What follows belongs to an exercise in optimizing a design on an open flow for small area; a production flow would make more cautious choices. The RTL was checked by simulation tests, not by an equivalence proof against the original design. The flow treats the clock pin as an ideal source, which a real chip does not have. No activity file was given, so power comes from the tool's default toggle rates.

== run 1 ==
Design LTSSM, start of the top module:
module LTSSM(
    input            clk,  
    input            rst,
    input            mode,  
    input            lane0_rx_det,
    input            lane1_rx_det,
    input            lane2_rx_det,
    input            lane3_rx_det,
    input            lane0_idle_break,
    input            lane1_idle_break,
    input            lane2_idle_break,
    input            lane3_idle_break,
    output           lane0_rx_det_seq_req,
    output           lane1_rx_det_seq_req,
    output           lane2_rx_det_seq_req,
    output           lane3_rx_det_seq_req,
    input            lane0_rx_det_seq_ack,
    input            lane1_rx_det_seq_ack,
    input            lane2_rx_det_seq_ack,
    input            lane3_rx_det_seq_ack,
    input[127:0]     lane0_ts_i,
    input            lane0_ts_i_vld,
    output[127:0]    lane0_ts_o,
    output           lane0_ts_o_vld,
    input[127:0]     lane1_ts_i,
    input            lane1_ts_i_vld,
    output[127:0]    lane1_ts_o,
    output           lane1_ts_o_vld,
    input[127:0]     lane2_ts_i,
    input            lane2_ts_i_vld,
    output[127:0]    lane2_ts_o,
    output           lane2_ts_o_vld,
    input[127:0]     lane3_ts_i,
    input            lane3_ts_i_vld,
    output[127:0]    lane3_ts_o,
    output           lane3_ts_o_vld,
    input            lane0_tx_fifo_full,
    input            lane1_tx_fifo_full,
    input            lane2_tx_fifo_full,
    input            lane3_tx_fifo_full,
    output[5:0]      curr_speed,
    output           linkup
);
wire [3:0]  ts_info;
wire        ts_update;
wire        req;
wire [3:0]  gen_ack;
wire        rx_ack;
wire        active, upd_new, t8, et2, e1_link, e2_num, m1, m2, ts2m;
wire [3:0]  p_a2c, p2c, fcfg;
wire        cfg_new;
assign curr_speed = 6'h01;
assign {lane3_rx_det_seq_req, lane2_rx_det_seq_req, lane1_rx_det_seq_req, lane0_rx_det_seq_req} = {4{req}};
core_fsm core_fsm_u(
    .clk             (clk),
    .rst             (rst),
    .elec_idle_break ({lane3_idle_break, lane2_idle_break, lane1_idle_break, lane0_idle_break}),
  ...
Size: roughly 2400 cells after synthesis, ~310 flip-flops, about 1100 I/O pins, roughly 20000 um^2 of cells after synthesis.
clock: 8.0 ns
lec_check: 0
cap_margin: 0
core_area: 10 10 390 390
die_area: 0 0 400 400
slew_margin: 0
standard.sh (not shown) runs the stock make flow with config.mk's settings and CLKGATE_MAP_FILE= SYNTH_SCRIPT=/design/flow/synth_recipe.tcl, a recipe that flattens the netlist after the stock synthesis.
==> flow/flow/run.sh <==
#!/bin/bash
# Standard layout (standard.sh) with these changes:
#  - synthesis maps the logic with an area-oriented ABC script (flow/abc_area.script);
#    the registers and every other synthesis step are the standard ones;
#  - the port buffers are the smallest buffer cell (every port still gets one);
#  - one tie cell drives all constant outputs instead of one tie cell each;
#  - clock tree: larger sink clusters and no dummy loads.
set -euo pipefail
{ head -n 1 synth_recipe.tcl; cat flow/abc_wrap.tcl; tail -n +2 synth_recipe.tcl; } > area_synth.tcl
export FLOW_ABC_SCRIPT="$PWD/flow/abc_area.script"
export BUFFER_PORTS_ARGS="-buffer_cell sky130_fd_sc_hd__buf_1"
export SKIP_REPAIR_TIE_FANOUT=1
export CTS_ARGS="-sink_clustering_enable -repair_clock_nets -sink_clustering_size 28 -sink_clustering_max_diameter 80 -dont_use_dummy_load"
bash standard.sh SYNTH_SCRIPT="$PWD/area_synth.tcl" finish > standard.log 2>&1
==> flow/flow/abc_area.script <==
&get -n
&st
&syn2
&dch -f
&nf -a -R 1000
&st
&dch -f
&nf -a -R 1000
&put
topo
stime -c
dnsize -c
==> flow/flow/abc_wrap.tcl <==
# Run ABC with the area-oriented script given in FLOW_ABC_SCRIPT instead of
# the one the standard synthesis picks; everything else stays as it is.
proc abc {args} {
  set i [lsearch -exact $args -script]
  if { $i >= 0 } {
    lset args [expr { $i + 1 }] $::env(FLOW_ABC_SCRIPT)
  }
  puts "abc (area script): $args"
  yosys abc {*}$args
}
Run 1: PASS, flow complete, no timing, DRC or antenna violations
Here is what was changed in the inputs of run 2 compared with run 1.
Settings: CTS_CLUSTER_SIZE now 24, previously not set; SLEW_MARGIN now 20, was 0; CTS_CLUSTER_DIAMETER now 60, previously not set; CAP_MARGIN now 20, was 0.
==> flow/flow/run.sh <==
#!/bin/bash
# Standard layout with two changes:
#  - synthesis maps the logic with an area-oriented ABC script (flow/abc_area.script);
#    the registers and every other synthesis step are the standard ones;
#  - the port buffers are the smallest buffer cell.
set -euo pipefail
{ head -n 1 synth_recipe.tcl; cat flow/abc_wrap.tcl; tail -n +2 synth_recipe.tcl; } > area_synth.tcl
export FLOW_ABC_SCRIPT="$PWD/flow/abc_area.script"
export BUFFER_PORTS_ARGS="-buffer_cell sky130_fd_sc_hd__buf_1"
bash standard.sh SYNTH_SCRIPT="$PWD/area_synth.tcl" finish > standard.log 2>&1
- On met2 routing resource usage after global routing, the higher figure sits with run 1, not run 2.
- Taking run 1 as the reference point, the power of run 2 rises by about 15%.
- The higher final cell count came out of run 2.
- Run 2 vs. run 1: combinational cell fraction of total power down 1.2 points, buffering overhead went down by 0.51 points, fraction of the yosys area taken by sequential cells roughly the same.
Changes in run 3 relative to run 2:
Settings: DIE_AREA now 0 0 260 260, was 0 0 400 400; CTS_CLUSTER_DIAMETER no longer set, was 60; CORE_AREA now 10 10 250 250, was 10 10 390 390; CTS_CLUSTER_SIZE no longer set, was 24.
Findings:
Diff run 2..run 3 | fraction of the mapped netlist area in adder cells | unchanged
Summary across run 3 and run 2: the single failing run is run 3.
FAIL run 3 @ 3_2_place_iop: tool exited with error
Delta (run 3 minus run 2): starting density of the core up 21 points; floorplan die width down 35%; row count down about 37%; number of cells produced by synthesis flat.
The inputs of run 4 differ from those of run 3 as listed below.
Settings: CORE_AREA: 10 10 250 250 -> 10 10 390 390; DIE_AREA: 0 0 260 260 -> 0 0 400 400.
diff --git a/flow/flow/run.sh b/flow/flow/run.sh
--- a/flow/flow/run.sh
+++ b/flow/flow/run.sh
@@ -9,2 +9,4 @@
 export BUFFER_PORTS_ARGS="-buffer_cell sky130_fd_sc_hd__buf_1"
+export SKIP_REPAIR_TIE_FANOUT=1
+export CTS_ARGS="-sink_clustering_enable -repair_clock_nets -sink_clustering_size 24 -sink_clustering_max_diameter 60 -dont_use_dummy_load"
 bash standard.sh SYNTH_SCRIPT="$PWD/area_synth.tcl" finish > standard.log 2>&1
--- outcome ---
Both conditions hold for run 4: the flow ran to the end and the final layout passed the timing, design-rule and antenna checks.
Comparing run 3 against run 4, there is no change at all in mapped cell area.
Height of the die, run 3 and run 4: larger value in run 4
Run 3 and run 4 ended up with nearly the same mean instance size in the synthesized netlist.
Comparing run 4 against run 3, there is no change at all in gate count after technology mapping.

* * *

LTSSM again, from the RTL that the note above started with.
==> flow/config.mk <==
export PLATFORM = sky130hd
export DESIGN_NAME = LTSSM
export DESIGN_NICKNAME = LTSSM
export VERILOG_FILES = /design/flow/design.v
export SDC_FILE = /design/flow/constraint.sdc
export NUM_CORES = 4
export LEC_CHECK = 0
export CAP_MARGIN = 20
export CORE_AREA = 10 10 390 390
export CTS_CLUSTER_DIAMETER = 80
export CTS_CLUSTER_SIZE = 28
export DIE_AREA = 0 0 400 400
export SLEW_MARGIN = 20
==> flow/constraint.sdc <==
create_clock -name core_clock -period 8.0 [get_ports {clk}]
set_input_delay 1.6000 -clock core_clock [delete_from_list [all_inputs] [get_ports {clk}]]
set_output_delay 1.6000 -clock core_clock [all_outputs]
set_load 0.01 [all_outputs]
==> flow/flow/run.sh <==
#!/bin/bash
# Standard layout with two changes:
#  - synthesis maps the logic with an area-oriented ABC script (flow/abc_area.script);
#    the registers and every other synthesis step are the standard ones;
#  - the port buffers are the smallest buffer cell.
set -euo pipefail
{ head -n 1 synth_recipe.tcl; cat flow/abc_wrap.tcl; tail -n +2 synth_recipe.tcl; } > area_synth.tcl
export FLOW_ABC_SCRIPT="$PWD/flow/abc_area.script"
export BUFFER_PORTS_ARGS="-buffer_cell sky130_fd_sc_hd__buf_1"
bash standard.sh SYNTH_SCRIPT="$PWD/area_synth.tcl" finish > standard.log 2>&1
Scripts as last shown in full above: flow/flow/abc_area.script, flow/flow/abc_wrap.tcl
Edit:
--- a/flow/flow/run.sh
+++ b/flow/flow/run.sh
@@ -8,3 +8,4 @@
 export FLOW_ABC_SCRIPT="$PWD/flow/abc_area.script"
 export BUFFER_PORTS_ARGS="-buffer_cell sky130_fd_sc_hd__buf_1"
+export SKIP_REPAIR_TIE_FANOUT=1
 bash standard.sh SYNTH_SCRIPT="$PWD/area_synth.tcl" finish > standard.log 2>&1
Settings changed: CTS_CLUSTER_DIAMETER 80 to 60, CTS_CLUSTER_SIZE 28 to 24.
Design area goes down by 0.90%. Synthesized area does not change. Maximum frequency goes up by 1.4%.
Edit:
==> flow/flow/run.sh (replaced) <==
#!/bin/bash
# Standard layout (standard.sh) with these changes:
#  - synthesis maps the logic with an area-oriented ABC script (flow/abc_area.script);
#    the registers and every other synthesis step are the standard ones;
#  - the port buffers are the smallest buffer cell (every port still gets one);
#  - one tie cell drives all constant outputs instead of one tie cell each;
#  - clock tree: larger sink clusters and no dummy loads.
set -euo pipefail
{ head -n 1 synth_recipe.tcl; cat flow/abc_wrap.tcl; tail -n +2 synth_recipe.tcl; } > area_synth.tcl
export FLOW_ABC_SCRIPT="$PWD/flow/abc_area.script"
export BUFFER_PORTS_ARGS="-buffer_cell sky130_fd_sc_hd__buf_1"
export SKIP_REPAIR_TIE_FANOUT=1
export CTS_ARGS="-sink_clustering_enable -repair_clock_nets -sink_clustering_size 28 -sink_clustering_max_diameter 80 -dont_use_dummy_load"
bash standard.sh SYNTH_SCRIPT="$PWD/area_synth.tcl" finish > standard.log 2>&1
Settings changed: CTS_CLUSTER_DIAMETER 60 to default, CTS_CLUSTER_SIZE 24 to default.
What happened: The changed run went through all stages and came out clean. Final cell count came out lower by 0.67%. Die area stays the same. Wire length falls by 0.32%. Design area goes down by 2.6%.
Edit:
==> flow/flow/run.sh (replaced) <==
#!/bin/bash
# Standard layout with two changes:
#  - synthesis maps the logic with an area-oriented ABC script (flow/abc_area.script);
#    the registers and every other synthesis step are the standard ones;
#  - the port buffers are the smallest buffer cell.
set -euo pipefail
{ head -n 1 synth_recipe.tcl; cat flow/abc_wrap.tcl; tail -n +2 synth_recipe.tcl; } > area_synth.tcl
export FLOW_ABC_SCRIPT="$PWD/flow/abc_area.script"
export BUFFER_PORTS_ARGS="-buffer_cell sky130_fd_sc_hd__buf_1"
bash standard.sh SYNTH_SCRIPT="$PWD/area_synth.tcl" finish > standard.log 2>&1
What happened: The new run ran to the end with no violations. Die area does not change. Routed wire length grows by 3.1%. Total power grows by about 25%. Flip-flop and latch count stays the same.
Edit:
==> flow/flow/run.sh (replaced) <==
#!/bin/bash
# Standard layout, but the port buffers are the smallest buffer cell.
cp standard.sh standard_sh_copy.txt
export BUFFER_PORTS_ARGS="-buffer_cell sky130_fd_sc_hd__buf_1"
bash standard.sh > standard.log 2>&1
removed: flow/flow/abc_area.script
removed: flow/flow/abc_wrap.tcl
After rerunning: The new run finished clean; via count is higher by a few percent; sequential power stays flat; sequential cell count is unchanged; cell count is higher slightly; total power is higher by a few percent.
Edit:
==> flow/flow/run.sh (replaced) <==
#!/bin/bash
# Standard layout with two changes: the port buffers are the smallest buffer
# cell, and after clock tree synthesis the cells on paths with timing slack
# are downsized (OpenROAD's power recovery), which also saves area.
cp standard.sh standard_sh_copy.txt
export BUFFER_PORTS_ARGS="-buffer_cell sky130_fd_sc_hd__buf_1"
export POST_CTS_TCL="$PWD/flow/post_cts.tcl"
bash standard.sh > standard.log 2>&1
==> flow/flow/post_cts.tcl (new file) <==
# downsize cells where the slack allows it
report_design_area
repair_timing -recover_power 100
report_design_area
Settings changed: CTS_BUF_LIST from default to sky130_fd_sc_hd__clkbuf_8, CTS_CLUSTER_SIZE from default to 40.
Result:
- routed wire length hardly moves
- final cell count climbs by 0.92%
- total power drops by 2.4%
- die area stays the same
- global-route usage stays flat
- clock skew climbs by 36 ps
- non-clock buffer count climbs by 6
- core utilization hardly moves
- first-iteration DRC count drops by 2.3%
- hold slack gains 3.8 ps

-- what the ideal ports hide --
The flow's constraints put no driver on any port. The routed layouts listed below were extracted and timed again, unchanged, in two steps.
Step 1: set_driving_cell puts a clkbuf_16 on clk and a buf_2 on each other input, an assumption about the parent block.
Step 2 times the ports against the registers' clock, not the clock port: input delays grow and output delays shrink by t, the midpoint of the rising clock arrivals with the driver on.
Three values: ideal, step 1, step 2; two values: the first two.
run | t, ns | setup WS [ns] | worst setup path at the end | worst register clock-pin slew, ns | worst data-port slew with drivers (ns)
run 1 | 0.612 | 0.773 / 0.810 / 0.198 | input to register | 0.11 / 0.11 | 0.25
run 2 | 0.665 | 0.819 / 0.862 / 0.197 | input to register | 0.10 / 0.10 | 0.25
run 4 | 0.641 | 0.736 / 0.773 / 0.132 | input to register | 0.10 / 0.10 | 0.25
the first run of note 2 | 0.621 | 0.707 / 0.746 / 0.125 | input to register | 0.11 / 0.11 | 0.24
the second run of note 2 | 0.678 | 0.810 / 0.847 / 0.168 | input to register | 0.10 / 0.10 | 0.26
the third run of note 2 | 0.611 | 0.776 / 0.813 / 0.202 | input to register | 0.11 / 0.11 | 0.25
the fourth run of note 2 | 0.633 | 0.724 / 0.762 / 0.129 | input to register | 0.06 / 0.06 | 0.25
the fifth run of note 2 | 0.663 | 1.130 / 1.179 / 0.515 | input to register | 0.08 / 0.08 | 0.34
the sixth run of note 2 | 0.770 | 0.862 / 0.905 / 0.136 | input to register | 0.07 / 0.07 | 0.34
After both steps setup and hold are still met in every run listed. For the sixth run of note 2, which loses most, drivers alone change the setup slack by +0.043 ns; drivers and shift together by -0.726 ns.
